Source: an optimization exercise on an open RTL-to-GDS flow (aim: small area, a short achievable clock period and few clock cycles per item). Production flows keep margins and buffers that such runs may drop. Function was checked by simulation only, so behaviour that the tests miss may differ from the original.

## run A
==> flow/design.v (excerpt) <==
module gcd(
      input [31:0]      a_in,
      input [31:0]      b_in,
      input             start,
      input             reset_n,
      input             clk,
      output [31:0]     result,
      output            done
      );
Size: ~1100 cells after synthesis, about 65 flip-flops, about 100 I/O pins, about 0.0080 mm2 of cells after synthesis.
Settings: LEC_CHECK=0, CAP_MARGIN=20, CORE_MARGIN=2, CORE_UTILIZATION=40, PLACE_DENSITY=0.6, SETUP_SLACK_MARGIN=0.3, SLEW_MARGIN=20; clock period 4.0 ns.
run.sh (not shown) runs the stock make flow with config.mk's settings and CLKGATE_MAP_FILE= SYNTH_SCRIPT=/design/flow/synth_recipe.tcl, a recipe that flattens the netlist after the stock synthesis.
Testbench counts of run A, summed over its fixed seeds: cycles 13,892, items 1,600.
[inputs] run B vs run A
- CORE_UTILIZATION: 40 -> 65
- CTS_CLUSTER_DIAMETER: unset -> 100
- PLACE_DENSITY: 0.6 -> 0.75
- CTS_BUF_LIST: unset -> sky130_fd_sc_hd__clkbuf_8
- CTS_CLUSTER_SIZE: unset -> 40
- SETUP_SLACK_MARGIN: 0.3 -> unset
==> flow/flow/run.sh (new file) <==
#!/bin/bash
set -e
cp standard.sh standard_sh.log
rm -rf scripts
cp -r "$FLOW_HOME/scripts" scripts
cp flow/abc_speed.script scripts/abc_speed.script
export BUFFER_PORTS_ARGS="-buffer_cell sky130_fd_sc_hd__buf_1"
bash standard.sh SCRIPTS_DIR="$PWD/scripts" finish > standard.log 2>&1
==> flow/flow/abc_speed.script (new file) <==
&get -n
&st
&dch
&nf -R 1000
&put
buffer -c
topo
stime -c
upsize -c
dnsize -c
==> flow/standard.sh (new file) <==
#!/bin/bash
# synth_recipe.tcl (not shown) runs the flow's synth.tcl, then flattens the netlist and writes it again
# the make line also repeats each setting of config.mk as NAME=value (left out here)
make -C /OpenROAD-flow-scripts/flow DESIGN_CONFIG=/design/flow/config.mk WORK_HOME=/design/flow/orfs CLKGATE_MAP_FILE= SYNTH_SCRIPT=/design/flow/synth_recipe.tcl "${@:-finish}"
removed: flow/run.sh
Results
- Per the final summary, run B finished and its layout is clean on timing, DRC and antenna.
- Changes observed in run B relative to run A: simple-gate share of the synthesized area now larger.
- Between run B and run A, it is run B whose post-CTS resize count is lower, by 33.
- Re final worst-path setup slack: run B is 0.065 ns down on run A.
- Comparing run B and run A, the higher core footprint is on run A.
- Run A reports its launch point of the critical path as b[3] while run B reports a[7].
- Diff run A -> run B: worst slack at placement has increased.
- What run A reported for pin count of the biggest net entering global routing has to be multiplied by 1.9 to get the figure for run B.
[inputs] run C vs run B
- changing PLACE_DENSITY from 0.75 to 0.6
- changing CORE_UTILIZATION from 65 to 40
- removing CTS_CLUSTER_DIAMETER (formerly 100)
- removing CTS_CLUSTER_SIZE (formerly 40)
- removing CTS_BUF_LIST (formerly sky130_fd_sc_hd__clkbuf_8)
==> flow/flow/run.sh <==
#!/bin/bash
cp standard.sh standard_sh.log
export BUFFER_PORTS_ARGS="-buffer_cell sky130_fd_sc_hd__buf_1"
bash standard.sh > standard.log 2>&1
removed: flow/flow/abc_speed.script
### Flow results
Inverter count, run C and run B, lower one = run C. Of the two candidates, run B has the better wire length after detailed routing and run C the worse one. Multi-input combinational cell count: run C > run B.
> inputs changed (run C -> run D)
- changing PLACE_DENSITY from 0.6 to 0.75
- setting CTS_BUF_LIST to sky130_fd_sc_hd__clkbuf_8 for the first time
- changing CORE_UTILIZATION from 40 to 65
Findings:
- On wire length, run D does better than run C.
- Run D does better than run C on half-perimeter wire length after placement.
- For run D, the worst setup path category was reg -> out, unlike run C, where it was reg -> reg.
- Compared with run C, run D has less setup slack.
- For the arrival time at the worst endpoint, run D came in 0.86 ns lower than run C did.

Another version of the RTL of gcd (not shown whole).
Size: roughly 930 cells after synthesis, about 65 flip-flops, about 100 I/O pins, roughly 0.0075 mm^2 of cells after synthesis.
==> flow/config.mk <==
export PLATFORM = sky130hd
export DESIGN_NAME = gcd
export DESIGN_NICKNAME = gcd
export VERILOG_FILES = /design/flow/design.v
export SDC_FILE = /design/flow/constraint.sdc
export NUM_CORES = 4
export LEC_CHECK = 0
export CAP_MARGIN = 20
export CORE_MARGIN = 2
export CORE_UTILIZATION = 65
export CTS_BUF_LIST = sky130_fd_sc_hd__clkbuf_8
export PLACE_DENSITY = 0.75
export SETUP_SLACK_MARGIN = 0.0
export SLEW_MARGIN = 20
==> flow/constraint.sdc <==
create_clock -name core_clock -period 4.0 [get_ports {clk}]
set_input_delay 0.8000 -clock core_clock [delete_from_list [all_inputs] [get_ports {clk}]]
set_output_delay 0.8000 -clock core_clock [all_outputs]
set_load 0.01 [all_outputs]
standard.sh (not shown) runs the stock make flow with config.mk's settings and CLKGATE_MAP_FILE= SYNTH_SCRIPT=/design/flow/synth_recipe.tcl, a recipe that flattens the netlist after the stock synthesis.
==> flow/flow/run.sh <==
#!/bin/bash
set -e
cp standard.sh standard_sh.log
rm -rf scripts
cp -r "$FLOW_HOME/scripts" scripts
cp flow/abc_speed.script scripts/abc_speed.script
export BUFFER_PORTS_ARGS="-buffer_cell sky130_fd_sc_hd__buf_1"
bash standard.sh SCRIPTS_DIR="$PWD/scripts" finish > standard.log 2>&1
==> flow/flow/abc_speed.script <==
&get -n
&st
&dch
&nf -R 1000
&st
&dch
&nf -R 1000
&put
buffer -c
topo
stime -c
upsize -c
dnsize -c
Testbench counts at the start, summed over its fixed seeds: cycles 13,892, items 1,600.
Edit:
==> flow/flow/abc_speed.script (replaced) <==
&get -n
&st
&dch
&nf -R 1000
&put
buffer -c
topo
stime -c
upsize -c
dnsize -c
SETUP_SLACK_MARGIN = 0.1   (was 0.0)
After rerunning:
- The new run completed without violations
- maximum frequency grows by 2.2%
- routed wire length is lower by 5.6%
Edit:
==> flow/flow/abc_speed.script (replaced) <==
&get -n
&st
&dch
&nf -R 1000
&st
&dch
&nf -R 1000
&put
buffer -c
topo
stime -c
upsize -c
dnsize -c
SETUP_SLACK_MARGIN = 0.3   (was 0.1)
What happened: The changed run produced a clean layout; hold slack gains 0.011 ns; clock-buffer cell count went down by 4; design area came out higher by about 2.3%; register-to-register slack gets better by 0.08 ns; via count goes up by 7.5%; first-iteration DRC count rises by 48%; synthesized area goes down by about 3%.
Edit:
SETUP_SLACK_MARGIN = 0.1   (was 0.3)
After rerunning:
- sequential cell count stays the same
- via count drops by about 4%
- design area drops by 3.8%
- die area is unchanged
- synthesized cell count does not change

gcd with an RTL version that a note above also has.
Size: roughly 1100 cells after synthesis, roughly 65 flip-flops, roughly 100 I/O pins, ~8000 µm² of cells after synthesis.
clock: 4.0 ns
lec_check: 0
cap_margin: 20
core_margin: 2
core_utilization: 55
cts_buf_list: sky130_fd_sc_hd__clkbuf_8
place_density: 0.65
slew_margin: 20
==> flow/flow/run.sh <==
#!/bin/bash
cp standard.sh standard_sh.log
export BUFFER_PORTS_ARGS="-buffer_cell sky130_fd_sc_hd__buf_1"
bash standard.sh > standard.log 2>&1
Testbench counts at the start, summed over its fixed seeds: cycles 13,892, items 1,600.
Edit:
==> flow/flow/run.sh (replaced) <==
#!/bin/bash
set -e
cp standard.sh standard_sh.log
rm -rf scripts
cp -r "$FLOW_HOME/scripts" scripts
cp flow/abc_speed.script scripts/abc_speed.script
export BUFFER_PORTS_ARGS="-buffer_cell sky130_fd_sc_hd__buf_1"
bash standard.sh SCRIPTS_DIR="$PWD/scripts" finish > standard.log 2>&1
==> flow/flow/abc_speed.script (new file) <==
&get -n
&st
&dch
&nf -R 1000
&put
buffer -c
topo
stime -c
upsize -c
dnsize -c
- CORE_UTILIZATION: 55 -> 65
- PLACE_DENSITY: 0.65 -> 0.75
Effect: Sequential share of layout area grows by 0.75 points. Cell count shrinks by about 8%. Routed wire length shrinks by 12%. Die area shrinks by about 20%. Synthesized area shrinks by about 5.5%. Non-clock buffer count grows by 11. Clock skew shrinks by 3.6 ps. Worst setup slack degrades by 10 ps. Via count shrinks by about 6.6%. Maximum frequency hardly moves.
Edit:
==> flow/run.sh (new file) <==
#!/bin/bash
# synth_recipe.tcl (not shown) runs the flow's synth.tcl, then flattens the netlist and writes it again
# the make line also repeats each setting of config.mk as NAME=value (left out here)
make -C /OpenROAD-flow-scripts/flow DESIGN_CONFIG=/design/flow/config.mk WORK_HOME=/design/flow/orfs CLKGATE_MAP_FILE= SYNTH_SCRIPT=/design/flow/synth_recipe.tcl finish
- CORE_UTILIZATION: 65 -> 40
- CTS_BUF_LIST: sky130_fd_sc_hd__clkbuf_8 -> default
- PLACE_DENSITY: 0.75 -> 0.6
removed: flow/flow/run.sh
removed: flow/flow/abc_speed.script
removed: flow/standard.sh
Outcome: The new run ran to the end with no violations. First-iteration DRC count came out lower by 25%. Die area climbs by 69%. Sequential cell count stays the same. Setup slack loses 17 ps. Via count climbs by 5.5%. Maximum frequency goes down by 0.43%. Wire length came out higher by 19%. Final cell count goes up by 17%. Register-to-register slack loses 30 ps.
Edit:
==> flow/flow/run.sh (new file) <==
#!/bin/bash
cp standard.sh standard_sh.log
export BUFFER_PORTS_ARGS="-buffer_cell sky130_fd_sc_hd__buf_1"
export RECOVER_POWER=100
bash standard.sh > standard.log 2>&1
==> flow/standard.sh (new file) <==
#!/bin/bash
# synth_recipe.tcl (not shown) runs the flow's synth.tcl, then flattens the netlist and writes it again
# the make line also repeats each setting of config.mk as NAME=value (left out here)
make -C /OpenROAD-flow-scripts/flow DESIGN_CONFIG=/design/flow/config.mk WORK_HOME=/design/flow/orfs CLKGATE_MAP_FILE= SYNTH_SCRIPT=/design/flow/synth_recipe.tcl "${@:-finish}"
- CTS_BUF_LIST: default -> sky130_fd_sc_hd__clkbuf_8
removed: flow/run.sh
Result: Now the flow finished but failed the layout checks on capacitance limit, slew limit; clock-buffer cell count went down by 1.
Edit:
==> flow/flow/run.sh (replaced) <==
#!/bin/bash
cp standard.sh standard_sh.log
export BUFFER_PORTS_ARGS="-buffer_cell sky130_fd_sc_hd__buf_1"
bash standard.sh > standard.log 2>&1
With this change the flow finished clean. Cell count does not change. Wire length barely changes. Cell area came out higher by about 0.54%. Non-clock buffer count does not change. Synthesized area stays the same. Hold slack is about the same. Setup slack improves by 12 ps. Sequential cell count stays the same. Count of clock-buffer cells in the layout does not change. Global-route usage is unchanged. Die area does not change.

gcd, a different RTL version from the one above (not shown whole).
For scale: ~910 cells after synthesis, about 65 flip-flops, roughly 7300 sq um of cells after synthesis.
==> flow/design.v (excerpt) <==
module gcd(
      input [31:0]      a_in,
      input [31:0]      b_in,
      input             start,
      input             reset_n,
      input             clk,
      output [31:0]     result,
      output            done
      );
      reg [31:0] na, nb;     
      wire [31:0] a = ~na;
      wire [31:0] b = ~nb;
      reg        busy;       
      wire [31:0] x  = a ^ b;
      wire [31:0] n  = a & b;
      wire [31:0] t  = ~x;             
      wire [31:0] gg = a & x;          
      reg  [31:0] G, P;                
      integer lv, i;
      always @* begin
            G = gg;
            P = t;
            for (lv = 0; lv < 5; lv = lv + 1)
                  for (i = 0; i < 32; i = i + 1)
                        if ((i % (2 << lv)) == (2 << lv) - 1) begin
                              G[i] = G[i] | (P[i] & G[i - (1 << lv)]);
                              P[i] = P[i] & P[i - (1 << lv)];
                        end
            for (lv = 3; lv >= 0; lv = lv - 1)
                  for (i = 0; i < 32; i = i + 1)
  ...
Settings: LEC_CHECK=0, CAP_MARGIN=20, CORE_MARGIN=2, CORE_UTILIZATION=72, CTS_BUF_LIST=sky130_fd_sc_hd__clkbuf_8, PLACE_DENSITY=0.8, SETUP_SLACK_MARGIN=0.1, SLEW_MARGIN=20; clock period 4.0 ns.
==> flow/flow/run.sh <==
#!/bin/bash
set -e
cp standard.sh standard_sh.log
rm -rf scripts
cp -r "$FLOW_HOME/scripts" scripts
cp flow/abc_speed.script scripts/abc_speed.script
export BUFFER_PORTS_ARGS="-buffer_cell sky130_fd_sc_hd__buf_1"
bash standard.sh SCRIPTS_DIR="$PWD/scripts" finish > standard.log 2>&1
==> flow/flow/abc_speed.script <==
&get -n
&st
&dch
&nf -R 1000
&st
&dch
&nf -R 1000
&put
buffer -c
topo
stime -c
upsize -c
dnsize -c
The starting point produced a clean layout.
Testbench counts at the start, summed over its fixed seeds: cycles 13,892, items 1,600.
Rerun with:
- CORE_UTILIZATION: 72 -> 65
- PLACE_DENSITY: 0.8 -> 0.75
The new run completed without violations.
Critical path depth falls by 5.
Final cell count stays flat.

The RTL this note starts from:
==> flow/design.v <==
module gcd(
      input [31:0]      a_in,
      input [31:0]      b_in,
      input             start,
      input             reset_n,
      input             clk,
      output [31:0]     result,
      output            done
      );
      reg [31:0] a, b;
      reg        busy;       
      wire [31:0] t  = a ~^ b;         
      wire [31:0] pg = a | ~b;         
      wire [31:0] gg = a & ~b;         
      reg  [31:0] G, P;                
      integer lv, i;
      always @* begin
            G = gg;
            P = pg;
            for (lv = 0; lv < 5; lv = lv + 1)
                  for (i = 0; i < 32; i = i + 1)
                        if (i[lv]) begin
                              G[i] = G[i] | (P[i] & G[((i >> lv) << lv) - 1]);
                              P[i] = P[i] & P[((i >> lv) << lv) - 1];
                        end
      end
      wire [32:0] c0 = {G, 1'b0};         
      wire [32:0] c1 = {G | P, 1'b1};     
      wire [31:0] dab = t ^ c1[31:0];     
      wire [31:0] dba = ~(t ^ c0[31:0]);  
      wire a_gt = c0[32];                 
      wire b_gt = ~c1[32];                
      wire eq = &t;
      assign done = busy & (eq | ~|a | ~|b);
      assign result = a | b;
      wire [31:0] u = a | b;
      reg  [31:0] below;                
      always @* begin
            below = {u[30:0], 1'b0};
            for (lv = 0; lv < 5; lv = lv + 1)
                  for (i = 31; i >= 0; i = i - 1)
                        if (i >= (1 << lv))
                              below[i] = below[i] | below[i - (1 << lv)];
      end
      wire [31:0] lo = u & ~below;
      wire [31:0] x  = a ^ b;
      wire ak = |(a & lo);                           
      wire bk = |(b & lo);                           
      wire x1 = |({1'b0, x[31:1]} & lo);             
      wire x2 = |({2'b0, x[31:2]} & lo);             
      wire sub = ak & bk;
      wire a_step = ~ak | (bk & a_gt);
      wire b_step = ~bk | (ak & b_gt);
      wire [1:0] sh = x1 ? 2'd0 : x2 ? 2'd1 : 2'd2;   
      reg [31:0] a_nx, b_nx;
      always @* begin
            if (!sub)
                  a_nx = {1'b0, a[31:1]};
            else case (sh)
                  2'd0: a_nx = {1'b0, dab[31:1]};
                  2'd1: a_nx = {2'b0, dab[31:2]};
                  default: a_nx = {3'b0, dab[31:3]};
            endcase
            if (!sub)
                  b_nx = {1'b0, b[31:1]};
            else case (sh)
                  2'd0: b_nx = {1'b0, dba[31:1]};
                  2'd1: b_nx = {2'b0, dba[31:2]};
                  default: b_nx = {3'b0, dba[31:3]};
            endcase
      end
      always @(posedge clk, negedge reset_n) begin
            if (!reset_n)
                  busy <= 1'b0;
            else if (start)
                  busy <= 1'b1;
      end
      always @(posedge clk) begin
            if (start) begin
                  a <= a_in;
                  b <= b_in;
            end
            else begin
                  if (a_step) a <= a_nx;
                  if (b_step) b <= b_nx;
            end
      end
endmodule
clock: 4.0 ns
lec_check: 0
cap_margin: 20
core_margin: 2
core_utilization: 40
place_density: 0.6
setup_slack_margin: 0.5
slew_margin: 20
run.sh (not shown) runs the stock make flow with config.mk's settings and CLKGATE_MAP_FILE= SYNTH_SCRIPT=/design/flow/synth_recipe.tcl, a recipe that flattens the netlist after the stock synthesis.
Stock flow here: none of the scripts above is used.
The baseline completed without violations.
Testbench counts at the start, summed over its fixed seeds: cycles 13,892, items 1,600.
Then changed:
--- a/flow/config.mk
+++ b/flow/config.mk
@@ -11,3 +11,2 @@
 export PLACE_DENSITY = 0.6
-export SETUP_SLACK_MARGIN = 0.5
 export SLEW_MARGIN = 20
Effect: The new run ran to the end with no violations; sequential cell count does not change; design area drops by roughly a tenth; worst setup slack degrades by 0.31 ns; sequential share of layout area climbs by 1.7 points; clock-buffer cell count drops by 1; first-iteration DRC count drops by well over a third; via count drops by a few percent; global-route usage drops by 0.61 points; clock skew barely changes; hold slack improves by 0.0060 ns; cell count drops by a few percent.

re-timing with driven ports:
How much do the figures lean on ideal ports? The routed layouts below were timed once more, with nothing changed but the port constraints. Step 1 (the two cells are an assumption about what drives the block):
set clk [get_ports {clk}]
set_driving_cell -lib_cell sky130_fd_sc_hd__clkbuf_16 $clk
set_driving_cell -lib_cell sky130_fd_sc_hd__buf_2 [delete_from_list [all_inputs] $clk]
Step 2, shift: input delay + t, output delay - t, t = (earliest + latest rising clock arrival at the registers) / 2. This alone moves slack from input paths to output paths. a / b / c = ideal / step 1 / step 2; a / b = the first two.
run	shift t [ns]	setup slack, ns	worst hold slack (ns)	worst setup path after step 2
run A	0.395	0.170 / 0.170 / 0.170	0.471 / 0.471 / 0.471	register to register
run B	0.409	0.105 / 0.070 / 0.116	0.180 / 0.171 / 0.543	register to register
run C	0.398	0.096 / 0.070 / 0.096	0.189 / 0.178 / 0.474	register to register
run D	0.415	0.064 / 0.028 / 0.125	0.170 / 0.160 / 0.510	register to register
the first run of note 2	0.405	0.068 / 0.032 / 0.236	0.189 / 0.179 / 0.485	register to register
the second run of note 2	0.419	0.153 / 0.113 / 0.223	0.170 / 0.158 / 0.478	register to register
the third run of note 2	0.413	0.292 / 0.256 / 0.298	0.181 / 0.170 / 0.482	register to register
the fourth run of note 2	0.407	0.157 / 0.122 / 0.252	0.185 / 0.175 / 0.486	register to register
the first run of note 3	0.418	0.116 / 0.074 / 0.143	0.174 / 0.155 / 0.470	register to register
the second run of note 3	0.409	0.105 / 0.070 / 0.116	0.180 / 0.171 / 0.543	register to register
the third run of note 3	0.399	0.089 / 0.089 / 0.089	0.476 / 0.476 / 0.476	register to register
the fourth run of note 3	0.423	0.097 / 0.076 / 0.018	0.158 / 0.152 / 0.480	input to register
the fifth run of note 3	0.425	0.109 / 0.070 / 0.109	0.156 / 0.149 / 0.481	register to register
the first run of note 4	0.408	0.145 / 0.145 / 0.145	0.188 / 0.176 / 0.460	register to register
the second run of note 4	0.393	0.139 / 0.104 / 0.184	0.189 / 0.182 / 0.496	register to register
the first run of note 5	0.402	0.420 / 0.391 / 0.420	0.467 / 0.467 / 0.467	register to register
the second run of note 5	0.402	0.108 / 0.108 / 0.108	0.473 / 0.473 / 0.473	register to register
The setup slack of the fourth run of note 3, which loses most, moves by -0.021 ns with the drivers and by -0.079 ns with both steps.
